Source: an optimization exercise on an open RTL-to-GDS flow (aim: small area and a short achievable clock period). Production flows keep margins and buffers that such runs may drop.
The RTL was checked by simulation tests, not by an equivalence proof against the original design.
Power is estimated from default activity; no workload was simulated.

## flow/config.mk

```make
export PLATFORM = sky130hd
export DESIGN_NAME = hybrid_pwm_sd_2ndorder
export DESIGN_NICKNAME = hybrid_pwm_sd_2ndorder
export VERILOG_FILES = /design/flow/design.v
export SDC_FILE = /design/flow/constraint.sdc
export NUM_CORES = 4
export LEC_CHECK = 0
export ABC_AREA = 1
export CAP_MARGIN = 20
export CORE_MARGIN = 2
export CORE_UTILIZATION = 40
export CTS_BUF_LIST = sky130_fd_sc_hd__clkbuf_8
export SLEW_MARGIN = 20
export SYNTH_HIERARCHICAL = 1
```

## flow/constraint.sdc

```tcl
create_clock -name core_clock -period 11.0 [get_ports {clk}]
set_input_delay 2.2000 -clock core_clock [delete_from_list [all_inputs] [get_ports {clk}]]
set_output_delay 2.2000 -clock core_clock [all_outputs]
set_load 0.01 [all_outputs]
```

## flow/design.v

```verilog
module hybrid_pwm_sd_2ndorder #(parameter signalwidth=16)
(
	input clk,
	input reset_n,
	input [signalwidth-1:0] d,
	output q
);
reg [4:0]  pc;        
reg        q_r;       
reg [22:0] w;         
reg [17:0] p;
reg [17:0] r;
reg        m;         
reg        c16_r;     
reg [15:0] dreg;      
reg [6:0]  th;        
reg [10:0] ep;        
reg        f31, f0, f1, f2, f3, f5, f7, f8;    
wire c16;
carry16 u_c16 (.a(p[15:0]), .b(d), .c(c16));
wire [17:0] b_oth = ({18{f2}} & {2'b0, dreg})
                  | ({18{f3 | f5}} & ({7'b0, ep} ^ {18{f3}}))
                  | ({18{f7}} & {2'b0, r[17:2]})
                  | ({18{f8}} & ~{2'b0, p[17:2]});
wire [7:0] wu;
wire [17:0] b_op = f31 ? ~{1'b0, wu, w[15:7]} : b_oth;
wire cin = f3 | f7 | (f31 & (q_r | ~&w[6:0])) | (f8 & ~|p[1:0]);
wire [17:0] sum;
wire [17:0] sa_p = p ^ b_op;
wire [17:0] sa_g = p & b_op;
wire sa_g1 = sa_g[0] | (sa_p[0] & cin);
wire sa_p1 = sa_p[0] & 1'b0;
wire sa_g2 = sa_g[2] | (sa_p[2] & sa_g[1]);
wire sa_p2 = sa_p[2] & sa_p[1];
wire sa_g3 = sa_g[4] | (sa_p[4] & sa_g[3]);
wire sa_p3 = sa_p[4] & sa_p[3];
wire sa_g4 = sa_g[6] | (sa_p[6] & sa_g[5]);
wire sa_p4 = sa_p[6] & sa_p[5];
wire sa_g5 = sa_g[8] | (sa_p[8] & sa_g[7]);
wire sa_p5 = sa_p[8] & sa_p[7];
wire sa_g6 = sa_g[10] | (sa_p[10] & sa_g[9]);
wire sa_p6 = sa_p[10] & sa_p[9];
wire sa_g7 = sa_g[12] | (sa_p[12] & sa_g[11]);
wire sa_p7 = sa_p[12] & sa_p[11];
wire sa_g8 = sa_g[14] | (sa_p[14] & sa_g[13]);
wire sa_p8 = sa_p[14] & sa_p[13];
wire sa_g9 = sa_g[16] | (sa_p[16] & sa_g[15]);
wire sa_p9 = sa_p[16] & sa_p[15];
wire sa_g10 = sa_g2 | (sa_p2 & sa_g1);
wire sa_p10 = sa_p2 & sa_p1;
wire sa_g11 = sa_g4 | (sa_p4 & sa_g3);
wire sa_p11 = sa_p4 & sa_p3;
wire sa_g12 = sa_g6 | (sa_p6 & sa_g5);
wire sa_p12 = sa_p6 & sa_p5;
wire sa_g13 = sa_g8 | (sa_p8 & sa_g7);
wire sa_p13 = sa_p8 & sa_p7;
wire sa_g14 = sa_g11 | (sa_p11 & sa_g10);
wire sa_p14 = sa_p11 & sa_p10;
wire sa_g15 = sa_g13 | (sa_p13 & sa_g12);
wire sa_p15 = sa_p13 & sa_p12;
wire sa_g16 = sa_g15 | (sa_p15 & sa_g14);
wire sa_p16 = sa_p15 & sa_p14;
wire sa_g17 = sa_g12 | (sa_p12 & sa_g14);
wire sa_p17 = sa_p12 & sa_p14;
wire sa_g18 = sa_g3 | (sa_p3 & sa_g10);
wire sa_p18 = sa_p3 & sa_p10;
wire sa_g19 = sa_g5 | (sa_p5 & sa_g14);
wire sa_p19 = sa_p5 & sa_p14;
wire sa_g20 = sa_g7 | (sa_p7 & sa_g17);
wire sa_p20 = sa_p7 & sa_p17;
wire sa_g21 = sa_g9 | (sa_p9 & sa_g16);
wire sa_p21 = sa_p9 & sa_p16;
wire sa_g22 = sa_g[1] | (sa_p[1] & sa_g1);
wire sa_p22 = sa_p[1] & sa_p1;
wire sa_g23 = sa_g[3] | (sa_p[3] & sa_g10);
wire sa_p23 = sa_p[3] & sa_p10;
wire sa_g24 = sa_g[5] | (sa_p[5] & sa_g18);
wire sa_p24 = sa_p[5] & sa_p18;
wire sa_g25 = sa_g[7] | (sa_p[7] & sa_g14);
wire sa_p25 = sa_p[7] & sa_p14;
wire sa_g26 = sa_g[9] | (sa_p[9] & sa_g19);
wire sa_p26 = sa_p[9] & sa_p19;
wire sa_g27 = sa_g[11] | (sa_p[11] & sa_g17);
wire sa_p27 = sa_p[11] & sa_p17;
wire sa_g28 = sa_g[13] | (sa_p[13] & sa_g20);
wire sa_p28 = sa_p[13] & sa_p20;
wire sa_g29 = sa_g[15] | (sa_p[15] & sa_g16);
wire sa_p29 = sa_p[15] & sa_p16;
wire sa_g30 = sa_g[17] | (sa_p[17] & sa_g21);
wire sa_p30 = sa_p[17] & sa_p21;
assign sum = sa_p ^ {sa_g21, sa_g29, sa_g16, sa_g28, sa_g20, sa_g27, sa_g17, sa_g26, sa_g19, sa_g25, sa_g14, sa_g24, sa_g18, sa_g23, sa_g10, sa_g22, sa_g1, cin};
wire [4:0] pc_next = pc + 5'd1;
wire m_new   = r[17] ^ (r[16] & c16_r);
wire m_eff   = f1 ? m_new : m;
wire q_gen   = th[6] ? m_eff : ({1'b0, pc_next} < th[5:0]);
wire q_last  = sum[17] ? m : (sum[16:11] != 6'd0);
wire q_oth   = f31 ? q_last : f0 ? (th[5:1] != 5'd0) : q_gen;
wire sel_m   = f0 & th[6];
wire q_c1    = sel_m ? (p[17] ^ p[16]) : q_oth;
wire q_c0    = sel_m ? p[17] : q_oth;
wire q_next;
mux2x u_qsel (.s(c16), .a1(q_c1), .a0(q_c0), .y(q_next));
wire [22:0] w_next;
assign wu = {1'b0, w[22:16]} + {7'b0, q_r};
wire [22:0] wb = {{7{~q_r | wu[7]}}, ~wu[6:0], ~w[15:7]};
wire wci = q_r ? (w[6:0] == 7'd0) : 1'b1;
wire [22:0] wa_p = w ^ wb;
wire [22:0] wa_g = w & wb;
wire wa_g1 = wa_g[0] | (wa_p[0] & wci);
wire wa_p1 = wa_p[0] & 1'b0;
wire wa_g2 = wa_g[2] | (wa_p[2] & wa_g[1]);
wire wa_p2 = wa_p[2] & wa_p[1];
wire wa_g3 = wa_g[4] | (wa_p[4] & wa_g[3]);
wire wa_p3 = wa_p[4] & wa_p[3];
wire wa_g4 = wa_g[6] | (wa_p[6] & wa_g[5]);
wire wa_p4 = wa_p[6] & wa_p[5];
wire wa_g5 = wa_g[8] | (wa_p[8] & wa_g[7]);
wire wa_p5 = wa_p[8] & wa_p[7];
wire wa_g6 = wa_g[10] | (wa_p[10] & wa_g[9]);
wire wa_p6 = wa_p[10] & wa_p[9];
wire wa_g7 = wa_g[12] | (wa_p[12] & wa_g[11]);
wire wa_p7 = wa_p[12] & wa_p[11];
wire wa_g8 = wa_g[14] | (wa_p[14] & wa_g[13]);
wire wa_p8 = wa_p[14] & wa_p[13];
wire wa_g9 = wa_g[16] | (wa_p[16] & wa_g[15]);
wire wa_p9 = wa_p[16] & wa_p[15];
wire wa_g10 = wa_g[18] | (wa_p[18] & wa_g[17]);
wire wa_p10 = wa_p[18] & wa_p[17];
wire wa_g11 = wa_g[20] | (wa_p[20] & wa_g[19]);
wire wa_p11 = wa_p[20] & wa_p[19];
wire wa_g12 = wa_g[22] | (wa_p[22] & wa_g[21]);
wire wa_p12 = wa_p[22] & wa_p[21];
wire wa_g13 = wa_g2 | (wa_p2 & wa_g1);
wire wa_p13 = wa_p2 & wa_p1;
wire wa_g14 = wa_g4 | (wa_p4 & wa_g3);
wire wa_p14 = wa_p4 & wa_p3;
wire wa_g15 = wa_g6 | (wa_p6 & wa_g5);
wire wa_p15 = wa_p6 & wa_p5;
wire wa_g16 = wa_g8 | (wa_p8 & wa_g7);
wire wa_p16 = wa_p8 & wa_p7;
wire wa_g17 = wa_g10 | (wa_p10 & wa_g9);
wire wa_p17 = wa_p10 & wa_p9;
wire wa_g18 = wa_g12 | (wa_p12 & wa_g11);
wire wa_p18 = wa_p12 & wa_p11;
wire wa_g19 = wa_g14 | (wa_p14 & wa_g13);
wire wa_p19 = wa_p14 & wa_p13;
wire wa_g20 = wa_g16 | (wa_p16 & wa_g15);
wire wa_p20 = wa_p16 & wa_p15;
wire wa_g21 = wa_g18 | (wa_p18 & wa_g17);
wire wa_p21 = wa_p18 & wa_p17;
wire wa_g22 = wa_g20 | (wa_p20 & wa_g19);
wire wa_p22 = wa_p20 & wa_p19;
wire wa_g23 = wa_g21 | (wa_p21 & wa_g22);
wire wa_p23 = wa_p21 & wa_p22;
wire wa_g24 = wa_g15 | (wa_p15 & wa_g19);
wire wa_p24 = wa_p15 & wa_p19;
wire wa_g25 = wa_g17 | (wa_p17 & wa_g22);
wire wa_p25 = wa_p17 & wa_p22;
wire wa_g26 = wa_g3 | (wa_p3 & wa_g13);
wire wa_p26 = wa_p3 & wa_p13;
wire wa_g27 = wa_g5 | (wa_p5 & wa_g19);
wire wa_p27 = wa_p5 & wa_p19;
wire wa_g28 = wa_g7 | (wa_p7 & wa_g24);
wire wa_p28 = wa_p7 & wa_p24;
wire wa_g29 = wa_g9 | (wa_p9 & wa_g22);
wire wa_p29 = wa_p9 & wa_p22;
wire wa_g30 = wa_g11 | (wa_p11 & wa_g25);
wire wa_p30 = wa_p11 & wa_p25;
wire wa_g31 = wa_g[1] | (wa_p[1] & wa_g1);
wire wa_p31 = wa_p[1] & wa_p1;
wire wa_g32 = wa_g[3] | (wa_p[3] & wa_g13);
wire wa_p32 = wa_p[3] & wa_p13;
wire wa_g33 = wa_g[5] | (wa_p[5] & wa_g26);
wire wa_p33 = wa_p[5] & wa_p26;
wire wa_g34 = wa_g[7] | (wa_p[7] & wa_g19);
wire wa_p34 = wa_p[7] & wa_p19;
wire wa_g35 = wa_g[9] | (wa_p[9] & wa_g27);
wire wa_p35 = wa_p[9] & wa_p27;
wire wa_g36 = wa_g[11] | (wa_p[11] & wa_g24);
wire wa_p36 = wa_p[11] & wa_p24;
wire wa_g37 = wa_g[13] | (wa_p[13] & wa_g28);
wire wa_p37 = wa_p[13] & wa_p28;
wire wa_g38 = wa_g[15] | (wa_p[15] & wa_g22);
wire wa_p38 = wa_p[15] & wa_p22;
wire wa_g39 = wa_g[17] | (wa_p[17] & wa_g29);
wire wa_p39 = wa_p[17] & wa_p29;
wire wa_g40 = wa_g[19] | (wa_p[19] & wa_g25);
wire wa_p40 = wa_p[19] & wa_p25;
wire wa_g41 = wa_g[21] | (wa_p[21] & wa_g30);
wire wa_p41 = wa_p[21] & wa_p30;
assign w_next = wa_p ^ {wa_g41, wa_g30, wa_g40, wa_g25, wa_g39, wa_g29, wa_g38, wa_g22, wa_g37, wa_g28, wa_g36, wa_g24, wa_g35, wa_g27, wa_g34, wa_g19, wa_g33, wa_g26, wa_g32, wa_g13, wa_g31, wa_g1, wci};
always @(posedge clk)
begin
	c16_r <= c16;
	if (f0)
		dreg <= d;
end
always @(posedge clk)
begin
	if (!reset_n) begin
		pc   <= 5'd30;
		q_r  <= 1'b0;
		w    <= 23'h7f0000;
		p    <= 18'h2fffd;
		r    <= 18'h18000;
		m    <= 1'b1;
		th   <= 7'd0;
		ep   <= 11'd0;
		{f31, f0, f1, f2, f3, f5, f7, f8} <= 8'b00000000;
	end else begin
		pc  <= pc_next;
		q_r <= q_next;
		w   <= w_next;
		p   <= r;
		r   <= sum;
		{f31, f0, f1, f2, f3, f5, f7, f8} <= {pc == 5'd30, f31, f0, f1, f2, pc == 5'd4, pc == 5'd6, f7};
		if (f1)
			m <= m_new;
		if (f31)
			th <= sum[17:11];
		if (f3)
			ep <= p[10:0];
	end
end
assign q = q_r;
endmodule
module carry16 (input [15:0] a, input [15:0] b, output c);
wire [15:0] g0 = a & b;
wire [15:0] p0 = a | b;
wire [7:0] g1, p1;
wire [3:0] g2, p2;
wire [1:0] g3, p3;
genvar i;
generate
	for (i = 0; i < 8; i = i + 1) begin : l1
		assign g1[i] = g0[2*i+1] | (p0[2*i+1] & g0[2*i]);
		assign p1[i] = p0[2*i+1] & p0[2*i];
	end
	for (i = 0; i < 4; i = i + 1) begin : l2
		assign g2[i] = g1[2*i+1] | (p1[2*i+1] & g1[2*i]);
		assign p2[i] = p1[2*i+1] & p1[2*i];
	end
	for (i = 0; i < 2; i = i + 1) begin : l3
		assign g3[i] = g2[2*i+1] | (p2[2*i+1] & g2[2*i]);
		assign p3[i] = p2[2*i+1] & p2[2*i];
	end
endgenerate
assign c = g3[1] | (p3[1] & g3[0]);
endmodule
module mux2x (input s, input a1, input a0, output y);
assign y = s ? a1 : a0;
endmodule
```

## flow/flow/run.sh

```bash
#!/bin/bash
# Standard ORFS layout (standard.sh) with three changes: timing repair is
# asked to leave extra setup margin so that the layout runs well faster than
# the clock, the ports get small buffers, and adders are left to ABC instead
# of being mapped to full/half-adder cells (registers are unchanged).
set -euo pipefail
bash standard.sh SETUP_SLACK_MARGIN=7.5 "BUFFER_PORTS_ARGS=-buffer_cell sky130_fd_sc_hd__buf_2" ADDER_MAP_FILE= finish > flow_make.log 2>&1
```

## flow/standard.sh

```bash
#!/bin/bash
# synth_recipe.tcl (not shown) runs the flow's synth.tcl, then flattens the netlist and writes it again
# the make line also repeats each setting of config.mk as NAME=value (left out here)
make -C /OpenROAD-flow-scripts/flow DESIGN_CONFIG=/design/flow/config.mk WORK_HOME=/design/flow/orfs CLKGATE_MAP_FILE= SYNTH_SCRIPT=/design/flow/synth_recipe.tcl "${@:-finish}"
```

==> results of run 1 <==
## repair_timing
item | 4_1_cts | 5_1_grt
gates resized for setup | 0 | 4
endpoints found under the setup margin | 0 | 15
endpoints found under the hold margin | 0 | 0
## final cells by class
class                           instances  area, sq um
Clock buffer                            9        123.9
Clock inverter                          7        98.84
Fill cell                            1673         8531
Inverter                              139        525.5
Multi-Input combinational cell        697         3294
Sequential cell                       109         2346
Tap cell                              211        264.0
Timing Repair Buffer                   23        131.4
## registers in the layout, summed over array words and instances, names as in the netlist
register / flops
w: 23
p: 18
r: 18
dreg: 16
ep: 11
th: 7
pc: 5
c16_r: 1
f0: 1
f1: 1
f2: 1
f3: 1
f31: 1
f5: 1
f7: 1
f8: 1
m: 1
q_r: 1
## power by group through the flow
| stage | Combinational, W | Sequential (W) | Clock, W |
|---|---|---|---|
| floorplan | 0.000508 | 0.000550 | 0 |
| global placement | 0.000612 | 0.000580 | 0 |
| detailed placement | 0.000617 | 0.000581 | 0 |
| CTS | 0.000620 | 0.000571 | 0.000285 |
| global route | 0.000730 | 0.000584 | 0.000297 |
| finish | 0.000621 | 0.000573 | 0.000274 |
## Yosys stat by module, one instance, submodules excluded
module	cells	copies in the design	cell area, sq um	flip-flops and latches
hybrid_pwm_sd_2ndorder	904	1	6035	109
carry16	61	1	270.3	0
mux2x	4	1	15.01	0
## cell usage after synthesis, types with 3 or more instances
library cell  number
a31oi_1            4
clkbuf_1          10
nand3_1           58
and3_1             3
nand2_1          301
a21oi_1           47
o21ai_0           36
buf_2              4
or2_2             17
o21ai_1            6
nand3_2           10
xor2_1             6
nand4_1           12
nand2_2           23
o21ai_2            4
inv_1            126
dfxtp_1           93
or2_1              3
edfxtp_1          16
o2111ai_1          5
nor2_1           109
nor2_2             3
buf_6              7
nor3_1            13
inv_2             10
o211ai_1           9
## per-stage QoR
stage          instance area (sq um)  total power [W]  instances  utilization, %
2_1_floorplan                   6320         0.001058        969               -
3_3_place_gp                    6554         0.001192       1179           42.79
3_5_place_dp                    6554         0.001197       1179           42.79
4_1_cts                         6777         0.001476       1195           44.25
5_1_grt                         6784         0.001611       1195           44.30
6_report                        6784         0.001468       1195           44.30
## how the worst max path moves through the flow
stage / startpoint / to
after floorplan: d[5] / q_r
after global placement: reset_n / m
after detailed placement: reset_n / m
after CTS: reset_n / m
after global routing: f3 / q_r
final: q_r / q
## logic make-up (layout without fill, tap and decap cells)
family,Yosys count,in the layout,share of synthesized area (%)
flops,109,109,37.06
simple gates,562,562,39.16
compound gates,126,126,11.60
xor+xnor,9,9,1.366
buf+inv,163,178,10.81
## routing by layer
metal  track usage (%)  vias up  share of wire (%)
met3             4.264       14                3.9
met1             25.93     2524                 51
met4             5.060        0                1.3
met5                 0        -                  0
met2             32.21       77                 44
li1                  -     3097                  -
==> notes.md, run 1 <==
Hold WS 433.1 ps; Gate power share 42.3%; CP Launch Type register; Core ar. 0.01531 sq mm; number of global-route vias before repair 5361; WHS Endpoint p[0]; top cells by area, synth dfxtp_1 29%, nand2_1 18%, edfxtp_1 7.6%; CP max stage delay 590 ps; Worst path top cell family by delay flip-flops; Crit Reg-Reg Endpoint q_r; number of synthesized flops with an enable pin 16; post-synth top area share 29.46%; htree depth 3; critical path depth in cells 1; largest net degree at the start of global routing 53; detailed placement HPWL 11.21 mm; Leakage 3.423 nW; initial antenna violation count 0; clock share of power 18.7%; CTS tree built; Die Ht 129.7 um; sequential-to-total area share from yosys stat 37.06%; Clk Latency, worst-skew pair 400 ps; DRT Wirelength 15.47 mm; Starting Density 41.27%; maximum vdd drop 0.09534 mV; TritonCTS Buffers 9; routed via count 5712; TritonRoute pass-1 iters 4; Period Utilization, post-route 30.98%; worst reg2reg startpoint f3; Min-Delay Path Depth 1; Wirelength per Cell 12.95 um; clock slew at reported path FFs 100 ps; Int Pwr 0.0008262 W; Yosys cell types 52; post-route ant nets 0; P_sw 0.0006416 W; root buffer cell clkbuf_8; # IOs 19; CP Capture Type primary output; hold_buf cts 0; maximum clock rate 0.2934 GHz; Ys Warns 7; CP cell instances buf_2; final count of negative-setup-slack endpoints 0; status complete, no violations; CP Data Required Time 8800 ps; nets 997; FF-to-FF setup slack 7930 ps; total die area 0.01682 sq mm; hold_sp r[0]; ys flop type dfxtp_1; Num Clock Sinks 109; fraction of registers with async set/reset 0%; share of cells above drive strength 1 11.99%; Overflow after GRT 0; Worst Max-Slew Pin Slew 468.8 ps; Tmin final 3408 ps; Hold Crit Class reg -> reg; Starting DRT DRC Count 348; most common cell after layout, fill and taps aside nand2_1; GR Util All Layers 19.49%; Arr. time, crit path 1210 ps; Slowest cell on crit path dfxtp_1; RSZ-0062 raised after global routing true; critical path buffer and inverter count 1; synthesized area per cell 6.522 sq um; syn_nets 987; Seq cells post-synth 109; Yosys top cell by area dfxtp_1; Post-CTS Setup Bufs 0; commonest non-fill, non-tap cells in the layout 301 x nand2_1, 127 x inv_1, 109 x nor2_1; area delta synth->final 7.345%; Final Max Tran Viols 0; Cell Rows 45; DP Worst Slack 7093 ps; cells after synthesis 969; Layout Skew 15.96 ps; Slew headroom 68.75%; chip width 129.7 um; critical path peak fanout 7; drt via density 4.780; critical path type reg -> out; # diodes 0; CTS max path bufs 2; final hold vios 0; sw frac 43.71%; residual DRC count 0; Final WS setup 7592 ps; first-pass GRT wire length 25.74 mm; P per Cell Area 216.4 mW/mm^2; gpl congestion 0.8181; synthesized cell area 0.006320 sq mm; PortBufs 18; max_cap viols 0; part of the power in registers 39.0%; setup_tns 0 ps; Reg2Reg Depth 29
==> run 2: changes to the inputs <==
==> flow/flow/run.sh (replaced) <==
#!/bin/bash
# Standard ORFS layout (standard.sh) with three changes: timing repair is
# asked to leave extra setup margin so that the layout runs well faster than
# the clock, the ports get small buffers, and adders are left to ABC instead
# of being mapped to full/half-adder cells (registers are unchanged).
set -euo pipefail
bash standard.sh SETUP_SLACK_MARGIN=7.7 "BUFFER_PORTS_ARGS=-buffer_cell sky130_fd_sc_hd__buf_2" ADDER_MAP_FILE= finish > flow_make.log 2>&1
==> notes.md, run 2 <==
status complete, no violations (unchanged); Int Pwr 0.0008279 W (was 0.0008262 W); XOR/XNOR share of the synthesized area 1.366% (unchanged); CP Capture Type primary output (unchanged); CP cell instances buf_2 (unchanged); max_cap viols 0 (unchanged); Seq cells post-synth 109 (unchanged); CP Launch Type register (unchanged); TritonCTS Buffers 9 (unchanged); sequential-to-total area share from yosys stat 37.06% (unchanged); total die area 0.01682 sq mm (unchanged); nets 1003 (was 997); Core ar. 0.01531 sq mm (unchanged); Arr. time, crit path 1070 ps (was 1210 ps); CTS max path bufs 2 (unchanged); Worst path top cell family by delay flip-flops (unchanged); maximum vdd drop 0.09533 mV (was 0.09534 mV); Final Max Tran Viols 0 (unchanged); Die Ht 129.7 um (unchanged); htree depth 3 (unchanged); placed cells 1179 (unchanged); main combinational cell family by area after synthesis simple AND/OR/NAND/NOR gates (unchanged); routed via count 5710 (was 5712); part of the power in registers 38.9% (was 39.0%); first-pass GRT wire length 25.74 mm (unchanged); DP Worst Slack 7093 ps (unchanged); Tmin final 3266 ps (was 3408 ps); top cells by area, synth dfxtp_1 29%, nand2_1 18%, edfxtp_1 7.6% (unchanged); Slowest cell on crit path dfxtp_2 (was dfxtp_1); post-route ant nets 0 (unchanged); residual DRC count 0 (unchanged); max FFs per register 23 (unchanged); Final WS setup 7734 ps (was 7592 ps); GR Util All Layers 19.49% (about the same); root buffer cell clkbuf_8 (unchanged); area delta synth->final 8.790% (was 7.345%); Yosys cell types 52 (unchanged); critical path type reg -> out (unchanged); DRT Wirelength 15.51 mm (was 15.47 mm); Overflow after GRT 0 (unchanged); initial antenna violation count 0 (unchanged); largest net degree at the start of global routing 53 (unchanged); # IOs 19 (unchanged); top-count cell post-synth nand2_1 (unchanged); Worst Max-Slew Pin Slew 444.4 ps (was 468.8 ps); gr busiest metal met2 (unchanged); ys flop type dfxtp_1 (unchanged); final hold vios 0 (unchanged); commonest non-fill, non-tap cells in the layout 300 x nand2_1, 126 x inv_1, 109 x nor2_1 (was 301 x nand2_1, 127 x inv_1, 109 x nor2_1); Largest Register w (unchanged); Num Clock Sinks 109 (unchanged); critical path buffer and inverter count 1 (unchanged); chip width 129.7 um (unchanged); PortBufs 18 (unchanged); sw frac 43.71% (about the same); Period Utilization, post-route 29.69% (was 30.98%); number of synthesized flops with an enable pin 16 (unchanged); GRT met3 Usage 4.264% (unchanged); GRT met2 Usage 32.12% (was 32.21%); Clk Latency, worst-skew pair 400 ps (about the same); Leakage 3.458 nW (was 3.423 nW); Hold WS 425.4 ps (was 433.1 ps); Yosys top cell by area dfxtp_1 (unchanged); syn_nets 987 (unchanged); post-synth top area share 29.46% (unchanged); detailed placement HPWL 11.21 mm (unchanged); maximum clock rate 0.3061 GHz (was 0.2934 GHz); Wirelength per Cell 12.91 um (was 12.95 um); # diodes 0 (unchanged); synthesized cell area 0.006320 sq mm (unchanged); cells after synthesis 969 (unchanged); setup_tns 0 ps (unchanged); adder-cell share of the synthesized area 0% (unchanged); number of global-route vias before repair 5365 (was 5361); met1 Use GR 25.98% (was 25.93%); Slew headroom 70.27% (was 68.75%); synth cell count leaders 301 x nand2_1, 126 x inv_1, 109 x nor2_1 (unchanged); gpl congestion 0.8181 (unchanged); Gate power share 42.4% (was 42.3%); critical path peak fanout 7 (unchanged); Finished Core Util 44.89% (was 44.30%); mux contribution to synthesized area 0% (unchanged); CTS tree built (unchanged); Compound-Gate Fraction of Synth Area 11.60% (unchanged); post-synthesis simple-gate area fraction 39.16% (unchanged); TritonRoute pass-1 iters 5 (was 4); clock slew at reported path FFs 110 ps (was 100 ps); Hold Crit Class reg -> reg (unchanged); synthesized area per cell 6.522 sq um (unchanged); final count of negative-setup-slack endpoints 0 (unchanged); fin cells 1201 (was 1195); P_sw 0.0006430 W (was 0.0006416 W); Cell Rows 45 (unchanged); CP max stage delay 480 ps (was 590 ps); fraction of registers with async set/reset 0% (unchanged); most common cell after layout, fill and taps aside nand2_1 (unchanged); Starting Density 41.27% (unchanged); Top Registers w (23), p (18), r (18) (unchanged); P per Cell Area 213.9 mW/mm^2 (was 216.4 mW/mm^2); RSZ-0062 raised after global routing true (unchanged); clock share of power 18.7% (about the same); drt via density 4.754 (was 4.780); Ys Warns 7 (unchanged); Starting DRT DRC Count 336 (was 348); hold_buf cts 0 (unchanged); share of cells above drive strength 1 13.03% (was 11.99%); CP Data Required Time 8800 ps (about the same); Layout Skew 15.23 ps (was 15.96 ps)
run 2: cell counts after synthesis:
No cell type changed its count.
run 2: cell type report:
class	count	area (sq um)
fillers	1663	8439
multi-input cells	697	3297
flip-flops and latches	109	2357
inverters	139	539.3
well taps	211	264.0
repair buffers	29	195.2
clock buffers	9	123.9
clock inverters	7	98.84
run 2: what timing repair did:
| item | 4_1_cts | 5_1_grt |
|---|---|---|
| setup buffers | 0 | 6 |
| resized for setup | 2 | 18 |
| endpoints found under the setup margin | 16 | 15 |
| cloned | 0 | 0 |
run 2: routing by layer:
| layer | routed length (um) | vias up | share of wire (%) |
|---|---|---|---|
| li1 | - | 3105 | - |
| met1 | 7935 | 2516 | 51 |
| met2 | 6876 | 77 | 44 |
| met3 | 510 | 12 | 3.3 |
| met4 | 187 | 0 | 1.2 |
| met5 | 0 | - | 0 |
run 2: power by group through the flow:
stage	Clock [W]	Combinational, W	Sequential [W]
after floorplan	0	0.000508	0.000550
after global placement	0	0.000612	0.000580
after detailed placement	0	0.000617	0.000581
after CTS	0.000285	0.000620	0.000572
after global routing	0.000297	0.000733	0.000584
final	0.000275	0.000623	0.000573
run 2: worst paths after layout:
path	endpoint	cells past startpoint	startpoint	slack, ps
min reg2reg	p[0]	1	r[0]	430
max reg2reg	q_r	25	q_r	8080
min	p[0]	1	r[0]	430
max	q	1	q_r	7730
run 2: logic make-up (layout without fill, tap and decap cells):
group / Yosys count / in the layout
AO/OA/AOI/OAI: 126 / 126
flip-flops: 109 / 109
AND/OR/NAND/NOR: 562 / 562
XOR/XNOR: 9 / 9
buffers and inverters: 163 / 184
run 2: stage by stage:
step | cell area (sq um) | power, W
after CTS | 6782 | 0.001477
after detailed placement | 6554 | 0.001197
final | 6875 | 0.001471
after floorplan | 6320 | 0.001058
after global placement | 6554 | 0.001192
after global routing | 6875 | 0.001614
run 2: per-module statistics from Yosys (local to each module, per instance):
module / area (sq um) / flops+latches / cells inside
mux2x: 15.01 / 0 / 4
carry16: 270.3 / 0 / 61
hybrid_pwm_sd_2ndorder: 6035 / 109 / 904
==> run 3: changes to the inputs <==
==> flow/flow/run.sh (replaced) <==
#!/bin/bash
# Standard ORFS layout (standard.sh) with three changes: timing repair is
# asked to leave extra setup margin so that the layout runs well faster than
# the clock, the ports get small buffers, and adders are left to ABC instead
# of being mapped to full/half-adder cells (registers are unchanged).
set -euo pipefail
bash standard.sh SETUP_SLACK_MARGIN=7.9 "BUFFER_PORTS_ARGS=-buffer_cell sky130_fd_sc_hd__buf_2" ADDER_MAP_FILE= finish > flow_make.log 2>&1
==> notes.md, run 3 <==
post-route ant nets 0 (unchanged); ys flop type dfxtp_1 (unchanged); root buffer cell clkbuf_8 (unchanged); FF-to-FF setup slack 8150 ps (was 8080 ps); critical path type reg -> out (unchanged); number of global-route vias before repair 5389 (was 5365); max FFs per register 23 (unchanged); Starting DRT DRC Count 288 (was 336); Yosys cell types 52 (unchanged); post-synth top area share 29.46% (unchanged); nets 1011 (was 1003); Die Ht 129.7 um (unchanged); Seq cells post-synth 109 (unchanged); clock share of power 18.0% (was 18.7%); CTS max path bufs 2 (unchanged); share of cells above drive strength 1 16.93% (was 13.03%); DP Area 0.006554 sq mm (unchanged); number of synthesized flops with an enable pin 16 (unchanged); Final WS setup 7907 ps (was 7734 ps); Period Utilization, post-route 28.12% (was 29.69%); final count of negative-setup-slack endpoints 0 (unchanged); DP Worst Slack 7093 ps (unchanged); sw frac 44.05% (was 43.71%); Core ar. 0.01531 sq mm (unchanged); TritonCTS Buffers 9 (unchanged); part of the power in registers 37.6% (was 38.9%); placed cells 1179 (unchanged); Cell Rows 45 (unchanged); syn_nets 987 (unchanged); Slowest cell on crit path dfxtp_4 (was dfxtp_2); crit path from q_r (unchanged); GRT met2 Usage 32.40% (was 32.12%); Wirelength per Cell 13.12 um (was 12.91 um); Critical Path End q (unchanged); top-count cell post-synth nand2_1 (unchanged); Largest Register w (unchanged); Ys Warns 7 (unchanged); residual DRC count 0 (unchanged); status complete, no violations (unchanged); maximum vdd drop 0.09737 mV (was 0.09533 mV); P_sw 0.0006729 W (was 0.0006430 W); Yosys top cell by area dfxtp_1 (unchanged); RSZ-0062 raised after global routing true (unchanged); Layout Skew 14.00 ps (was 15.23 ps); chip width 129.7 um (unchanged); critical path peak fanout 2 (was 7); Reg2Reg Depth 26 (was 25); fin cells 1209 (was 1201); Slew headroom 74.96% (was 70.27%); Final Max Tran Viols 0 (unchanged); Leakage 3.537 nW (was 3.458 nW); setup_tns 0 ps (unchanged); critical path depth in cells 1 (unchanged); critical path buffer and inverter count 1 (unchanged); detailed placement HPWL 11.21 mm (unchanged); sequential-to-total area share from yosys stat 37.06% (unchanged); Overflow after GRT 0 (unchanged); top cells by area, synth dfxtp_1 29%, nand2_1 18%, edfxtp_1 7.6% (unchanged); maximum clock rate 0.3233 GHz (was 0.3061 GHz); # fillers 1641 (was 1663); # IOs 19 (unchanged); CP cell instances buf_6 (was buf_2); TritonRoute pass-1 iters 5 (unchanged); CP Capture Type primary output (unchanged); CTS tree built (unchanged); initial antenna violation count 0 (unchanged); Worst Max-Slew Pin Slew 371.7 ps (was 444.4 ps); area delta synth->final 12.87% (was 8.790%); Arr. time, crit path 890 ps (was 1070 ps); htree depth 3 (unchanged); first-pass GRT wire length 25.85 mm (was 25.74 mm); P per Cell Area 214.1 mW/mm^2 (was 213.9 mW/mm^2); synthesized cell area 0.006320 sq mm (unchanged); DRT Wirelength 15.86 mm (was 15.51 mm); cells after synthesis 969 (unchanged); synth cell count leaders 301 x nand2_1, 126 x inv_1, 109 x nor2_1 (unchanged); Hold Crit Class reg -> reg (unchanged); synthesized area per cell 6.522 sq um (unchanged); # diodes 0 (unchanged); GR Util All Layers 19.55% (was 19.49%); met1 Use GR 25.93% (was 25.98%); hold_buf cts 0 (unchanged); largest net degree at the start of global routing 53 (unchanged); routed via count 5782 (was 5710); CP Launch Type register (unchanged); GRT met3 Usage 4.264% (unchanged); final hold vios 0 (unchanged); gr busiest metal met2 (unchanged); Tmin final 3093 ps (was 3266 ps); CP Data Required Time 8800 ps (about the same); Top Registers w (23), p (18), r (18) (unchanged); Gate power share 44.4% (was 42.4%); gpl congestion 0.8181 (unchanged); Multi-input gate area 0.003450 sq mm (was 0.003297 sq mm); commonest non-fill, non-tap cells in the layout 282 x nand2_1, 124 x inv_1, 108 x nor2_1 (was 300 x nand2_1, 126 x inv_1, 109 x nor2_1); fraction of registers with async set/reset 0% (unchanged); Worst path top cell family by delay flip-flops (unchanged); most common cell after layout, fill and taps aside nand2_1 (unchanged); Crit Reg-Reg Endpoint q_r (unchanged); Starting Density 41.27% (unchanged); max_cap viols 0 (unchanged); design area 0.007133 sq mm (was 0.006875 sq mm); Clk Latency, worst-skew pair 390 ps (was 400 ps); PortBufs 18 (unchanged); Int Pwr 0.0008547 W (was 0.0008279 W); total die area 0.01682 sq mm (unchanged); clock slew at reported path FFs 110 ps (about the same); Reg area 0.002362 sq mm (was 0.002357 sq mm); Hold WS 425.8 ps (was 425.4 ps); CP max stage delay 380 ps (was 480 ps); Num Clock Sinks 109 (unchanged); worst reg2reg startpoint q_r (unchanged); drt via density 4.782 (was 4.754)
run 3: cell counts after synthesis:
No cell type changed its count.
run 3: worst min path at each step:
stage	slack (ps)	depth (start not counted)	start	end
6_report	430	1	r[0]	p[0]
5_1_grt	450	1	r[0]	p[0]
4_1_cts	430	1	r[0]	p[0]
3_5_place_dp	410	1	r[0]	p[0]
3_3_place_gp	410	1	r[0]	p[0]
2_1_floorplan	390	2	r[1]	p[1]
run 3: Yosys stat by module (local to each module, per instance):
module / cells inside / area [sq um] / flops+latches
carry16: 61 / 270.3 / 0
hybrid_pwm_sd_2ndorder: 904 / 6035 / 109
mux2x: 4 / 15.01 / 0
run 3: final cells by class:
type                       instances  share of cell area [%]
timing repair buffer              37                   3.982
inverter                         139                   7.718
tap                              211                   3.701
multi-input combinational        697                   48.36
clock inverter                     7                   1.386
clock buffer                       9                   1.737
sequential                       109                   33.12
run 3: cells by family after synthesis:
logic type                count (synthesis)  share of synthesized area (%)
and+or+nand+nor                         562                          39.16
buffers and inverters                   163                          10.81
AOI/OAI and AO/OA                       126                          11.60
DFF                                     109                          37.06
xor gates and xnor gates                  9                          1.366
run 3: per-layer routing:
| metal | up-vias | routed length, um |
|---|---|---|
| li1 | 3119 | - |
| met1 | 2575 | 7860 |
| met5 | - | 0 |
| met2 | 73 | 7207 |
| met3 | 15 | 552 |
| met4 | 0 | 235 |
run 3: power by group through the flow:
stage | sequential (W) | combinational [W] | clock [W]
finish | 0.000574 | 0.000678 | 0.000275
global route | 0.000586 | 0.000787 | 0.000298
CTS | 0.000570 | 0.000625 | 0.000285
floorplan | 0.000550 | 0.000508 | 0
global placement | 0.000580 | 0.000612 | 0
detailed placement | 0.000581 | 0.000617 | 0
run 3: repair_timing:
action,4_1_cts,5_1_grt
buffers inserted,2,12
pin swaps,0,20
gates resized for setup,8,67
endpoints found under the hold margin,0,0
endpoints found under the setup margin,34,17
run 3: stage by stage:
stage          utilization (%)  total power, W
3_3_place_gp             42.79        0.001192
5_1_grt                  46.58        0.001670
3_5_place_dp             42.79        0.001197
6_report                 46.58        0.001528
2_1_floorplan                -        0.001058
4_1_cts                  44.49        0.001480
==> run 4: changes to the inputs <==
==> flow/flow/run.sh (replaced) <==
#!/bin/bash
# Standard ORFS layout (standard.sh) with three changes: timing repair is
# asked to leave extra setup margin so that the layout runs well faster than
# the clock, the ports get small buffers, and adders are left to ABC instead
# of being mapped to full/half-adder cells (registers are unchanged).
set -euo pipefail
bash standard.sh SETUP_SLACK_MARGIN=8.3 "BUFFER_PORTS_ARGS=-buffer_cell sky130_fd_sc_hd__buf_2" ADDER_MAP_FILE= finish > flow_make.log 2>&1
==> notes.md, run 4 <==
# diodes 0 (unchanged); Worst path top cell family by delay flip-flops (unchanged); routed via count 5861 (was 5782); sw frac 43.33% (was 44.05%); Gate power share 45.6% (was 44.4%); adder-cell share of the synthesized area 0% (unchanged); htree depth 3 (unchanged); Clk Latency, worst-skew pair 400 ps (was 390 ps); Wirelength per Cell 13.21 um (was 13.12 um); Starting Density 41.27% (unchanged); hold_sp r[1] (was r[0]); CTS max path bufs 2 (unchanged); XOR/XNOR share of the synthesized area 1.366% (unchanged); CP Launch Type register (unchanged); RSZ-0062 raised after global routing true (unchanged); Reg2Reg Depth 27 (was 26); Int Pwr 0.0009119 W (was 0.0008547 W); Compound-Gate Fraction of Synth Area 11.60% (unchanged); largest net degree at the start of global routing 53 (unchanged); syn_nets 987 (unchanged); critical path peak fanout 2 (unchanged); final count of negative-setup-slack endpoints 0 (unchanged); top-count cell post-synth nand2_1 (unchanged); crit path from q_r (unchanged); cells after synthesis 969 (unchanged); Yosys top cell by area dfxtp_1 (unchanged); Starting DRT DRC Count 381 (was 288); ys flop type dfxtp_1 (unchanged); main combinational cell family by area after synthesis simple AND/OR/NAND/NOR gates (unchanged); maximum clock rate 0.3238 GHz (was 0.3233 GHz); # IOs 19 (unchanged); Ys Warns 7 (unchanged); mux contribution to synthesized area 0% (unchanged); synthesized cell area 0.006320 sq mm (unchanged); Min-Delay Path Depth 2 (was 1); CP Data Required Time 8800 ps (about the same); Core ar. 0.01531 sq mm (unchanged); fraction of registers with async set/reset 0% (unchanged); maximum vdd drop 0.08041 mV (was 0.09737 mV); nets 1012 (was 1011); max_cap viols 0 (unchanged); Die Ht 129.7 um (unchanged); share of cells above drive strength 1 18.82% (was 16.93%); final hold vios 0 (unchanged); Final Max Tran Viols 0 (unchanged); sequential-to-total area share from yosys stat 37.06% (unchanged); drt via density 4.844 (was 4.782); Layout Skew 10.94 ps (was 14.00 ps); Yosys cell types 52 (unchanged); most common cell after layout, fill and taps aside nand2_1 (unchanged); TritonRoute pass-1 iters 5 (unchanged); clock slew at reported path FFs 100 ps (was 110 ps); critical path depth in cells 1 (unchanged); P per Cell Area 219.6 mW/mm^2 (was 214.1 mW/mm^2); initial antenna violation count 0 (unchanged); P_sw 0.0006974 W (was 0.0006729 W); synthesized area per cell 6.522 sq um (unchanged); CTS tree built (unchanged); TritonCTS Buffers 9 (unchanged); critical path type reg -> out (unchanged); gpl congestion 0.8613 (was 0.8181); Overflow after GRT 0 (unchanged); worst reg2reg startpoint q_r (unchanged); Finished Core Util 47.86% (was 46.58%); area delta synth->final 15.98% (was 12.87%); number of global-route vias before repair 5203 (was 5389); Leakage 3.608 nW (was 3.537 nW); post-synthesis simple-gate area fraction 39.16% (unchanged); commonest non-fill, non-tap cells in the layout 279 x nand2_1, 123 x inv_1, 104 x nor2_1 (was 282 x nand2_1, 124 x inv_1, 108 x nor2_1); max FFs per register 23 (unchanged); Slowest cell on crit path dfxtp_4 (unchanged); top cells by area, synth dfxtp_1 29%, nand2_1 18%, edfxtp_1 7.6% (unchanged); DRT Wirelength 15.98 mm (was 15.86 mm); PortBufs 18 (unchanged); first-pass GRT wire length 25.31 mm (was 25.85 mm); Worst Max-Slew Pin Slew 468.9 ps (was 371.7 ps); hold_buf cts 0 (unchanged); FF-to-FF setup slack 8140 ps (was 8150 ps); root buffer cell clkbuf_8 (unchanged); total die area 0.01682 sq mm (unchanged); Top Registers w (23), p (18), r (18) (unchanged); Num Clock Sinks 109 (unchanged); setup_tns 0 ps (unchanged); status complete, no violations (unchanged); post-route ant nets 0 (unchanged); Slew headroom 68.50% (was 74.96%); Tmin final 3088 ps (was 3093 ps); CP max stage delay 380 ps (about the same); clock share of power 18.7% (was 18.0%); CP cell instances buf_6 (unchanged); synth cell count leaders 301 x nand2_1, 126 x inv_1, 109 x nor2_1 (unchanged); Crit Reg-Reg Endpoint q_r (unchanged); Largest Register w (unchanged); Hold Crit Class reg -> reg (unchanged); Final WS setup 7912 ps (was 7907 ps); critical path buffer and inverter count 1 (unchanged); chip width 129.7 um (unchanged); post-synth top area share 29.46% (unchanged); Cell Rows 45 (unchanged); Seq cells post-synth 109 (unchanged); Critical Path End q (unchanged); CP Capture Type primary output (unchanged); Arr. time, crit path 890 ps (about the same); GR Util All Layers 19.19% (was 19.55%); number of synthesized flops with an enable pin 16 (unchanged); part of the power in registers 35.7% (was 37.6%); DP Worst Slack 7236 ps (was 7093 ps); # fillers 1576 (was 1641); detailed placement HPWL 11.06 mm (was 11.21 mm); Period Utilization, post-route 28.08% (was 28.12%); residual DRC count 0 (unchanged)
-- run 4: cell counts after synthesis --
Identical to the previous run, type by type.
-- run 4: area by class of cell --
class                      instances  area (sq um)  area share [%]
inverter                         139         543.0           7.409
tap                              211         264.0           3.602
sequential                       109          2357           32.16
multi-input combinational        697          3587           48.94
clock inverter                     6         107.6           1.468
clock buffer                      10         137.6           1.878
timing repair buffer              38         332.8           4.541
-- run 4: how the worst min path moves through the flow --
stage                      end  slack (ps)
final                     p[1]         430
after global routing      p[0]         460
after CTS                 p[1]         430
after detailed placement  p[1]         400
after global placement    p[1]         400
after floorplan           p[1]         390
-- run 4: worst register-to-register path, stage by stage (launching register included) --
cell and delay [ps]:
dfxtp_4 390, buf_6 120, nand2_4 60, nor2_4 190, nand3_1 90, nand2_1 160, nand3_2 140, a21o_1 190
nand2_2 80, inv_2 50, nand2_2 80, nor2_4 40, a21oi_2 200, nand2_2 90, nand3_2 70, nand2_1 50
nand2_1 60, nand2_2 80, o21ai_2 110, inv_1 50, nand2_1 60, nand2_1 50, nand2_1 80, nand2_1 60
nand2_1 70, nand2_1 50, nand2_1 60, inv_1 40
-- run 4: what timing repair did --
action / CTS / global route
pin swaps: 0 / 21
buffers inserted: 2 / 13
cloned: 0 / 1
endpoints found under the setup margin: 94 / 37
resized for setup: 13 / 80
-- run 4: power by group through the flow --
stage                     combinational, W  clock, W  sequential, W
final                             0.000733  0.000302       0.000575
after global routing              0.000837  0.000320       0.000587
after CTS                         0.000642  0.000307       0.000569
after detailed placement          0.000629         0       0.000580
after global placement            0.000623         0       0.000582
after floorplan                   0.000524         0       0.000551
-- run 4: kinds of logic after synthesis --
kind of cell,after synthesis
AND/OR/NAND/NOR,562
XOR/XNOR,9
buffers and inverters,163
AO/OA/AOI/OAI,126
flip-flops,109
-- run 4: routing by layer --
layer  routed length, um  track usage, %  part of all wire, %  vias to the layer above
met5                   0               0                    0                        -
met4                 393           7.653                  2.5                        0
met3                 591           2.665                  3.7                       25
met2                7051           30.21                   44                      102
met1                7949           26.65                   50                     2605
li1                    -               -                    -                     3129
-- run 4: Yosys stat by module (local to each module, per instance) --
module                  flops+latches  cells inside
carry16                             0            61
mux2x                               0             4
hybrid_pwm_sd_2ndorder            109           904
-- run 4: per-stage QoR --
step | power [W] | instance area [sq um] | hold slack (ps) | cells
global placement | 0.001205 | 6611 | 403.6 | 1178
finish | 0.001609 | 7330 | 425.8 | 1210
detailed placement | 0.001210 | 6611 | 400.8 | 1178
global route | 0.001744 | 7330 | 455.5 | 1210
floorplan | 0.001075 | 6485 | 390.5 | 969
CTS | 0.001518 | 6909 | 430.4 | 1196
==> run 5: changes to the inputs <==
--- a/flow/design.v
+++ b/flow/design.v
@@ -7,6 +7,7 @@
 );
 reg [4:0]  pc;        
 reg        q_r;       
+reg        q_o;       
 reg [22:0] w;         
 reg [17:0] p;
 reg [17:0] r;
@@ -200,6 +201,7 @@
 	if (!reset_n) begin
 		pc   <= 5'd30;
 		q_r  <= 1'b0;
+		q_o  <= 1'b1;
 		w    <= 23'h7f0000;
 		p    <= 18'h2fffd;
 		r    <= 18'h18000;
@@ -210,6 +212,7 @@
 	end else begin
 		pc  <= pc_next;
 		q_r <= q_next;
+		q_o <= q_next;
 		w   <= w_next;
 		p   <= r;
 		r   <= sum;
@@ -222,7 +225,7 @@
 			ep <= p[10:0];
 	end
 end
-assign q = q_r;
+assign q = q_o;
 endmodule
 module carry16 (input [15:0] a, input [15:0] b, output c);
 wire [15:0] g0 = a & b;
==> notes.md, run 5 <==
status complete, no violations (unchanged); Worst path top cell family by delay flip-flops (unchanged); fraction of registers with async set/reset 0% (unchanged); most common cell after layout, fill and taps aside nand2_1 (unchanged); routed via count 5892 (was 5861); Core ar. 0.01531 sq mm (unchanged); Critical Path End q (unchanged); final hold vios 0 (unchanged); drt via density 4.830 (was 4.844); Starting DRT DRC Count 344 (was 381); DRT Wirelength 16.34 mm (was 15.98 mm); Crit Reg-Reg Endpoint q_o (was q_r); synthesized area per cell 6.474 sq um (was 6.522 sq um); critical path buffer and inverter count 1 (unchanged); maximum clock rate 0.3299 GHz (was 0.3238 GHz); post-route ant nets 0 (unchanged); TritonRoute pass-1 iters 5 (unchanged); CP max stage delay 340 ps (was 380 ps); FF-to-FF setup slack 8230 ps (was 8140 ps); Min-Delay Path Depth 2 (unchanged); total die area 0.01675 sq mm (was 0.01682 sq mm); hold_buf cts 0 (unchanged); part of the power in registers 37.5% (was 35.7%); # fillers 1595 (was 1576); Top Registers w (23), p (18), r (18) (unchanged); P per Cell Area 211.0 mW/mm^2 (was 219.6 mW/mm^2); PortBufs 18 (unchanged); htree depth 3 (unchanged); Reg2Reg Depth 24 (was 27); worst reg2reg startpoint q_r (unchanged); detailed placement HPWL 11.21 mm (was 11.06 mm); CTS tree built (unchanged); CP cell instances buf_6 (unchanged); gpl congestion 0.8924 (was 0.8613); Hold Crit Class reg -> reg (unchanged); design area 0.007341 sq mm (was 0.007330 sq mm); clock slew at reported path FFs 100 ps (about the same); RSZ-0062 raised after global routing true (unchanged); Int Pwr 0.0008750 W (was 0.0009119 W); largest net degree at the start of global routing 41 (was 53); Period Utilization, post-route 27.56% (was 28.08%); GR Util All Layers 19.57% (was 19.19%); critical path depth in cells 1 (unchanged); crit path from q_o (was q_r); ys flop type dfxtp_1 (unchanged); Yosys top cell by area dfxtp_1 (unchanged); initial antenna violation count 0 (unchanged); sequential-to-total area share from yosys stat 37.54% (was 37.06%); top cells by area, synth dfxtp_1 30%, nand2_1 19%, edfxtp_1 7.6% (was dfxtp_1 29%, nand2_1 18%, edfxtp_1 7.6%); setup_tns 0 ps (unchanged); Pwr Total 0.001549 W (was 0.001609 W); chip width 129.4 um (was 129.7 um); root buffer cell clkbuf_8 (unchanged); number of global-route vias before repair 5239 (was 5203); Overflow after GRT 0 (unchanged); cells after synthesis 972 (was 969); area delta synth->final 16.66% (was 15.98%); top-count cell post-synth nand2_1 (unchanged); Leakage 3.647 nW (was 3.608 nW); Worst Max-Slew Pin Slew 1095 ps (was 468.9 ps); sw frac 43.51% (was 43.33%); first-pass GRT wire length 25.60 mm (was 25.31 mm); Final Max Tran Viols 0 (unchanged); maximum vdd drop 0.09450 mV (was 0.08041 mV); CP Capture Type primary output (unchanged); post-synth top area share 29.91% (was 29.46%); DP Area 0.006598 sq mm (was 0.006611 sq mm); Arr. time, crit path 830 ps (was 890 ps); Ys Warns 7 (unchanged); CTS max path bufs 2 (unchanged); Largest Register w (unchanged); Slowest cell on crit path dfxtp_2 (was dfxtp_4); CP Launch Type register (unchanged); Cell Rows 45 (unchanged); # IOs 19 (unchanged); P_sw 0.0006741 W (was 0.0006974 W); # diodes 0 (unchanged); Tmin final 3031 ps (was 3088 ps); Seq cells post-synth 110 (was 109); clock share of power 17.8% (was 18.7%); critical path type reg -> out (unchanged); Yosys cell types 49 (was 52); hold_sp r[1] (unchanged); Num Clock Sinks 110 (was 109); commonest non-fill, non-tap cells in the layout 296 x nand2_1, 122 x inv_1, 99 x nor2_1 (was 279 x nand2_1, 123 x inv_1, 104 x nor2_1); nets 1022 (was 1012); critical path peak fanout 1 (was 2); synthesized cell area 0.006292 sq mm (was 0.006320 sq mm); CP Data Required Time 8800 ps (about the same); max_cap viols 0 (unchanged); Clk Latency, worst-skew pair 390 ps (was 400 ps); share of cells above drive strength 1 18.73% (was 18.82%); residual DRC count 0 (unchanged); Starting Density 41.09% (was 41.27%); final count of negative-setup-slack endpoints 0 (unchanged); synth cell count leaders 312 x nand2_1, 122 x inv_1, 108 x nor2_1 (was 301 x nand2_1, 126 x inv_1, 109 x nor2_1); Die Ht 129.4 um (was 129.7 um); Slew headroom 26.92% (was 68.50%); syn_nets 990 (was 987); max FFs per register 23 (unchanged); TritonCTS Buffers 9 (unchanged); Gate power share 44.7% (was 45.6%); Layout Skew 9.493 ps (was 10.94 ps); Wirelength per Cell 13.39 um (was 13.21 um); number of synthesized flops with an enable pin 16 (unchanged)
run 5: through the flow:
step	util (%)	std cells	setup slack, ps	hold WS, ps
finish	47.93	1220	7969	420.0
global route	47.93	1220	7929	438.6
CTS	45.16	1197	7943	423.6
detailed placement	43.08	1180	7482	399.3
global placement	43.08	1180	7484	398.7
floorplan	-	972	7965	390.5
run 5: power by group through the flow:
| stage | Sequential (W) | Clock [W] | Combinational [W] |
|---|---|---|---|
| 2_1_floorplan | 0.000552 | 0 | 0.000528 |
| 3_3_place_gp | 0.000585 | 0 | 0.000630 |
| 3_5_place_dp | 0.000585 | 0 | 0.000634 |
| 4_1_cts | 0.000577 | 0.000283 | 0.000645 |
| 5_1_grt | 0.000594 | 0.000297 | 0.000799 |
| 6_report | 0.000581 | 0.000275 | 0.000693 |
run 5: worst min path at each step:
| stage | end |
|---|---|
| after floorplan | p[1] |
| after global placement | p[1] |
| after detailed placement | p[1] |
| after CTS | p[1] |
| after global routing | p[1] |
| final | p[1] |
run 5: repair_timing:
| action | in CTS | in global routing |
|---|---|---|
| pin swaps | 4 | 12 |
| setup endpoints to repair | 72 | 39 |
| cloned | 1 | 2 |
| endpoints found under the hold margin | 0 | 0 |
| setup buffers | 0 | 21 |
| resized for setup | 21 | 71 |
run 5: cell families (layout without fill, tap and decap cells):
group	after synthesis	in the layout	share of synthesized area, %
AOI/OAI and AO/OA	126	126	11.65
xor gates and xnor gates	8	8	1.233
buffers and inverters	163	200	10.50
DFF	110	110	37.54
and+or+nand+nor	565	565	39.07
run 5: layout make-up:
cell class	instances	area, sq um	area share, %
flip-flops and latches	110	2395	32.62
repair inverters	1	8.758	0.1193
repair buffers	44	394.1	5.369
clock inverters	6	85.08	1.159
inverters	139	554.3	7.551
multi-input cells	699	3502	47.71
clock buffers	10	137.6	1.875
well taps	211	264.0	3.596
run 5: layer usage:
metal,share of wire [%],up-vias,track usage (%)
li1,-,3154,-
met1,50,2632,26.65
met2,45,99,32.23
met3,3.7,7,3.303
met4,0.84,0,5.313
met5,0,-,0
run 5: per-module statistics from Yosys (local to each module, per instance):
module                  flops+latches  area, sq um  cells
carry16                             0        270.3     61
hybrid_pwm_sd_2ndorder            110         6007    907
mux2x                               0        15.01      4
==> run 6: changes to the inputs <==
--- a/flow/design.v
+++ b/flow/design.v
@@ -7,7 +7,6 @@
 );
 reg [4:0]  pc;        
 reg        q_r;       
-reg        q_o;       
 reg [22:0] w;         
 reg [17:0] p;
 reg [17:0] r;
@@ -201,7 +200,6 @@
 	if (!reset_n) begin
 		pc   <= 5'd30;
 		q_r  <= 1'b0;
-		q_o  <= 1'b1;
 		w    <= 23'h7f0000;
 		p    <= 18'h2fffd;
 		r    <= 18'h18000;
@@ -212,7 +210,6 @@
 	end else begin
 		pc  <= pc_next;
 		q_r <= q_next;
-		q_o <= q_next;
 		w   <= w_next;
 		p   <= r;
 		r   <= sum;
@@ -225,7 +222,7 @@
 			ep <= p[10:0];
 	end
 end
-assign q = q_o;
+assign q = q_r;
 endmodule
 module carry16 (input [15:0] a, input [15:0] b, output c);
 wire [15:0] g0 = a & b;
==> flow/flow/run.sh (replaced) <==
#!/bin/bash
# Standard ORFS layout (standard.sh) with three changes: timing repair is
# asked to leave extra setup margin so that the layout runs well faster than
# the clock, the ports get small buffers, and adders are left to ABC instead
# of being mapped to full/half-adder cells (registers are unchanged).
set -euo pipefail
bash standard.sh SETUP_SLACK_MARGIN=8.1 "BUFFER_PORTS_ARGS=-buffer_cell sky130_fd_sc_hd__buf_2" ADDER_MAP_FILE= finish > flow_make.log 2>&1
--- a/flow/config.mk
+++ b/flow/config.mk
@@ -12,3 +12,4 @@
 export CTS_BUF_LIST = sky130_fd_sc_hd__clkbuf_8
 export SLEW_MARGIN = 20
 export SYNTH_HIERARCHICAL = 1
+export TNS_END_PERCENT = 0
==> notes.md, run 6 <==
CP Data Required Time 8800 ps (about the same); Layout Skew 13.87 ps (was 9.493 ps); fin cells 1207 (was 1220); TritonRoute pass-1 iters 5 (unchanged); hold_buf cts 0 (unchanged); Tmin final 3075 ps (was 3031 ps); Slew headroom 71.33% (was 26.92%); Leakage 3.508 nW (was 3.647 nW); # IOs 19 (unchanged); CP Launch Type register (unchanged); final hold vios 0 (unchanged); max FFs per register 23 (unchanged); post-synth top area share 29.46% (was 29.91%); commonest non-fill, non-tap cells in the layout 291 x nand2_1, 125 x inv_1, 108 x nor2_1 (was 296 x nand2_1, 122 x inv_1, 99 x nor2_1); max_cap viols 0 (unchanged); Yosys cell types 52 (was 49); synth cell count leaders 301 x nand2_1, 126 x inv_1, 109 x nor2_1 (was 312 x nand2_1, 122 x inv_1, 108 x nor2_1); detailed placement HPWL 11.29 mm (was 11.21 mm); drt via density 4.821 (was 4.830); RSZ-0062 raised after global routing true (unchanged); nets 1009 (was 1022); GR Util All Layers 18.94% (was 19.57%); htree depth 3 (unchanged); CTS tree built (unchanged); PortBufs 18 (unchanged); # diodes 0 (unchanged); top cells by area, synth dfxtp_1 29%, nand2_1 18%, edfxtp_1 7.6% (was dfxtp_1 30%, nand2_1 19%, edfxtp_1 7.6%); Slowest cell on crit path dfxtp_4 (was dfxtp_2); critical path buffer and inverter count 1 (unchanged); Starting Density 41.27% (was 41.09%); fraction of registers with async set/reset 0% (unchanged); TritonCTS Buffers 9 (unchanged); Finished Core Util 45.76% (was 47.93%); sequential-to-total area share from yosys stat 37.06% (was 37.54%); Top Registers w (23), p (18), r (18) (unchanged); ys flop type dfxtp_1 (unchanged); number of synthesized flops with an enable pin 16 (unchanged); area delta synth->final 10.89% (was 16.66%); Final Max Tran Viols 0 (unchanged); clock slew at reported path FFs 100 ps (about the same); maximum vdd drop 0.07497 mV (was 0.09450 mV); Hold Crit Class reg -> reg (unchanged); routed via count 5819 (was 5892); root buffer cell clkbuf_8 (unchanged); CP cell instances buf_6 (unchanged); initial antenna violation count 0 (unchanged); final count of negative-setup-slack endpoints 0 (unchanged); Num Clock Sinks 109 (was 110); gpl congestion 0.8495 (was 0.8924); Core ar. 0.01531 sq mm (unchanged); Worst Max-Slew Pin Slew 426.7 ps (was 1095 ps); Overflow after GRT 0 (unchanged); Seq cells post-synth 109 (was 110); synthesized cell area 0.006320 sq mm (was 0.006292 sq mm); chip width 129.7 um (was 129.4 um); CP max stage delay 380 ps (was 340 ps); largest net degree at the start of global routing 53 (was 41); residual DRC count 0 (unchanged); critical path peak fanout 2 (was 1); Clk Latency, worst-skew pair 380 ps (was 390 ps); first-pass GRT wire length 25.10 mm (was 25.60 mm); Largest Register w (unchanged); Worst path top cell family by delay flip-flops (unchanged); Period Utilization, post-route 27.95% (was 27.56%); syn_nets 987 (was 990); Pwr Total 0.001506 W (was 0.001549 W); Arr. time, crit path 870 ps (was 830 ps); share of cells above drive strength 1 15.36% (was 18.73%); setup_tns 0 ps (unchanged); Cell Rows 45 (unchanged); Ys Warns 7 (unchanged); Yosys top cell by area dfxtp_1 (unchanged); top-count cell post-synth nand2_1 (unchanged); Die Ht 129.7 um (was 129.4 um); P per Cell Area 214.8 mW/mm^2 (was 211.0 mW/mm^2); synthesized area per cell 6.522 sq um (was 6.474 sq um); Wirelength per Cell 12.92 um (was 13.39 um); CP Capture Type primary output (unchanged); most common cell after layout, fill and taps aside nand2_1 (unchanged); cells after synthesis 969 (was 972); post-route ant nets 0 (unchanged); Starting DRT DRC Count 433 (was 344); DRT Wirelength 15.60 mm (was 16.34 mm); status complete, no violations (unchanged); CTS max path bufs 2 (unchanged); maximum clock rate 0.3252 GHz (was 0.3299 GHz); total die area 0.01682 sq mm (was 0.01675 sq mm); number of global-route vias before repair 5120 (was 5239); critical path type reg -> out (unchanged); placed cells 1180 (unchanged)
-- run 6: cell types whose count changed in the layout (fill, tap and decap cells not counted), moves of 5 or more --
cell and change:
nor2_1 +9, nand2_1 -5, o21ai_1 -19, nor2_2 -6, nor3_1 +5, buf_4 -9
or2_4 -16, o21ai_0 +20, or2_2 +17, dfxtp_1 +6
-- run 6: kinds of logic (layout without fill, tap and decap cells) --
logic type / Yosys count / in the layout / synth area share (%)
DFF: 109 / 109 / 37.06
and+or+nand+nor: 562 / 562 / 39.16
AOI/OAI and AO/OA: 126 / 126 / 11.60
xor gates and xnor gates: 9 / 9 / 1.366
buffers and inverters: 163 / 190 / 10.81
-- run 6: layer usage --
| metal | share of wire (%) | global-route usage, % | up-vias | routed length (um) |
|---|---|---|---|---|
| li1 | - | - | 3118 | - |
| met1 | 52 | 26.63 | 2582 | 8034 |
| met3 | 3.4 | 2.706 | 19 | 534 |
| met4 | 1.8 | 6.958 | 0 | 274 |
| met2 | 43 | 29.69 | 100 | 6752 |
| met5 | 0 | 0 | - | 0 |
-- run 6: cell type report --
type | instances | area [sq um]
multi-input combinational | 697 | 3366
sequential | 109 | 2359
clock buffer | 11 | 151.4
clock inverter | 5 | 73.82
timing repair inverter | 1 | 5.005
tap | 211 | 264.0
fill | 1596 | 8307
inverter | 139 | 533.0
timing repair buffer | 34 | 256.5
-- run 6: what timing repair did --
action / in CTS / in global routing
setup buffers: 1 / 9
gates cloned: 0 / 1
pin swaps: 0 / 6
resized for setup: 8 / 39
setup endpoints to repair: 49 / 47
-- run 6: per-stage QoR --
stage               instance area, sq um  setup slack, ps  hold WS (ps)
finish                              7008             7925         423.2
global route                        7008             7906         456.8
CTS                                 6818             7915         430.2
detailed placement                  6561             7317         407.6
global placement                    6561             7332         403.1
floorplan                           6321             7997         390.5
-- run 6: power breakdown --
group	switching, W	internal, W	total, W
sequential	0.0000852	0.000485	0.000570
combinational	0.000426	0.000233	0.000659
clock	0.000137	0.000139	0.000276
total	0.000648	0.000858	0.00151
-- run 6: final timing paths --
path         slack (ps)    to  start  cells after the start
min reg2reg         420  p[0]   r[0]                      1
max reg2reg        8110   q_r    q_r                     26
min                 420  p[0]   r[0]                      1
max                7930     q    q_r                      1
-- run 6: modules after synthesis, one instance, submodules excluded --
module | flops+latches | cells inside | copies in the design
mux2x | 0 | 4 | 1
hybrid_pwm_sd_2ndorder | 109 | 904 | 1
carry16 | 0 | 61 | 1
==> run 7: changes to the inputs <==
--- a/flow/config.mk
+++ b/flow/config.mk
@@ -5,11 +5,10 @@
 export SDC_FILE = /design/flow/constraint.sdc
 export NUM_CORES = 4
 export LEC_CHECK = 0
-export ABC_AREA = 1
+export ABC_AREA = 0
 export CAP_MARGIN = 20
 export CORE_MARGIN = 2
 export CORE_UTILIZATION = 40
 export CTS_BUF_LIST = sky130_fd_sc_hd__clkbuf_8
 export SLEW_MARGIN = 20
 export SYNTH_HIERARCHICAL = 1
-export TNS_END_PERCENT = 0
==> notes.md, run 7 <==
Yosys cell types 81 (was 52); status complete, no violations (unchanged); most common cell after layout, fill and taps aside nor2_1 (was nand2_1); detailed placement HPWL 11.85 mm (was 11.29 mm); fraction of registers with async set/reset 0% (unchanged); Period Utilization, post-route 32.22% (was 27.95%); CTS max path bufs 2 (unchanged); CP Data Required Time 11290 ps (was 8800 ps); hold_sp r[0] (unchanged); # diodes 0 (unchanged); Slew headroom 58.81% (was 71.33%); syn_nets 785 (was 987); P per Cell Area 228.3 mW/mm^2 (was 214.8 mW/mm^2); TritonRoute pass-1 iters 6 (was 5); TritonCTS Buffers 9 (unchanged); Wirelength per Cell 18.17 um (was 12.92 um); Hold Crit Class reg -> reg (unchanged); Reg2Reg Depth 15 (was 26); maximum clock rate 0.2821 GHz (was 0.3252 GHz); GR Util All Layers 20.46% (was 18.94%); chip width 132.5 um (was 129.7 um); Leakage 3.012 nW (was 3.508 nW); WL met1 8.496 mm (was 8.034 mm); Finished Core Util 51.54% (was 45.76%); sequential-to-total area share from yosys stat 35.44% (was 37.06%); Num Clock Sinks 109 (unchanged); area delta synth->final 24.78% (was 10.89%); total die area 0.01757 sq mm (was 0.01682 sq mm); # IOs 19 (unchanged); CP max stage delay 370 ps (was 380 ps); max_cap viols 0 (unchanged); met2 wire length 9.076 mm (was 6.752 mm); maximum vdd drop 0.07952 mV (was 0.07497 mV); synthesized cell area 0.006609 sq mm (was 0.006320 sq mm); critical path type in -> reg (was reg -> out); Worst Max-Slew Pin Slew 617.1 ps (was 426.7 ps); DR WL met3 871 um (was 534 um); Min-Delay Path Depth 1 (unchanged); Overflow after GRT 0 (unchanged); number of synthesized flops with an enable pin 16 (unchanged); Largest Register w (unchanged); PortBufs 18 (unchanged); critical path depth in cells 8 (was 1); Cell Rows 46 (was 45); commonest non-fill, non-tap cells in the layout 76 x nor2_1, 65 x dfxtp_1, 65 x buf_4 (was 291 x nand2_1, 125 x inv_1, 108 x nor2_1); residual DRC count 0 (unchanged); htree depth 3 (unchanged); Ys Warns 7 (unchanged); setup_tns 0 ps (unchanged); CP Capture Type register (was primary output); gpl congestion 0.9395 (was 0.8495); DRT Wirelength 19.02 mm (was 15.60 mm); Worst path top cell family by delay simple AND/OR/NAND/NOR gates (was flip-flops); root buffer cell clkbuf_8 (unchanged); hold_buf cts 0 (unchanged); Final Max Tran Viols 0 (unchanged); max FFs per register 23 (unchanged); share of cells above drive strength 1 29.12% (was 15.36%); critical path peak fanout 2 (unchanged); Starting Density 41.30% (was 41.27%); CTS tree built (unchanged); # fillers 1472 (was 1596); Layout Skew 15.57 ps (was 13.87 ps); Seq cells post-synth 109 (unchanged); Clk Latency, worst-skew pair 390 ps (was 380 ps); Tmin final 3544 ps (was 3075 ps); final count of negative-setup-slack endpoints 0 (unchanged); post-route ant nets 0 (unchanged); drt via density 5.703 (was 4.821); highest routed layer met4 (unchanged); Pwr Total 0.001883 W (was 0.001506 W)
run 7: cell count changes after synthesis, sizes merged, moves of 16 or more:
cell | before | now
nand2 | 325 | 55
nor2 | 114 | 80
xnor2 | 2 | 52
and2 | 0 | 18
inv | 137 | 31
mux2i | 0 | 22
or2 | 21 | 5
maj3 | 0 | 25
nand3 | 68 | 16
nand2b | 0 | 27
run 7: logic make-up after synthesis:
kind of cell / count (synthesis) / share of synthesized area [%]
flops: 109 / 35.44
buf+inv: 76 / 5.301
simple gates: 256 / 19.50
compound gates: 203 / 22.06
mux: 24 / 3.919
fa+ha+maj: 25 / 3.976
xor+xnor: 74 / 9.807
run 7: metrics by stage:
stage	cell area [sq um]	setup WS (ps)	instances
6_report	8247	7456	1047
5_1_grt	8247	7395	1047
4_1_cts	7694	7412	1013
3_5_place_dp	6785	6745	959
3_3_place_gp	6785	6912	959
2_1_floorplan	6638	7289	767
run 7: final cells by class:
| type | count | area [sq um] | area share [%] |
|---|---|---|---|
| multi-input cells | 582 | 4431 | 53.72 |
| repair buffers | 93 | 758.2 | 9.194 |
| well taps | 216 | 270.3 | 3.277 |
| inverters | 31 | 130.1 | 1.578 |
| clock buffers | 9 | 123.9 | 1.502 |
| flip-flops and latches | 109 | 2412 | 29.25 |
| clock inverters | 7 | 121.4 | 1.472 |
run 7: path summary, 6_finish.rpt:
path | endpoint | slack, ps
setup / recovery | q_r | 7460
hold / removal | p[0] | 420
setup reg to reg | q_r | 7560
hold reg to reg | p[0] | 420
run 7: report_power, final:
group	internal, W	leakage [nW]	switching [W]
combinational	0.000455	1.97	0.000477
clock	0.000153	0.124	0.000147
sequential	0.000498	0.922	0.000154
run 7: what timing repair did:
| action | in CTS | in global routing |
|---|---|---|
| endpoints found under the hold margin | 0 | 0 |
| endpoints found under the setup margin | 64 | 32 |
| pin swaps | 19 | 45 |
| resized for setup | 89 | 62 |
| cloned | 0 | 1 |
| setup buffers | 38 | 33 |
run 7: layer usage:
metal / vias up / global-route usage (%)
met5: - / 0
met4: 0 / 8.841
met3: 35 / 3.563
met2: 167 / 33.59
met1: 2885 / 26.44
li1: 2884 / -
run 7: modules after synthesis (local to each module, per instance):
module	copies in the design	cell area (sq um)	cells	flops+latches
hybrid_pwm_sd_2ndorder	1	6384	732	109
mux2x	1	15.01	1	0
carry16	1	210.2	34	0
run 7: worst reg2reg max path: stages, from the launching register on:
cell and delay (ps):
dfxtp_4 410, clkinvlp_4 130, buf_4 170, o21a_1 200, a32oi_4 300, xnor2_1 160
nor4_2 290, buf_4 170, nand3_2 150, and3_4 250, o211ai_1 260, nand3_1 100
and4bb_1 280, o21ai_1 80, mux2_4 250, and2_1 130

Re-timed with assumed drivers on the ports (clkbuf_16 on the clock, buf_2 on other inputs), run 7 has 7.462 ns of setup slack against 7.456 ns with ideal ports, and 7.038 ns once port delays also move by the mid clock arrival of 0.424 ns.
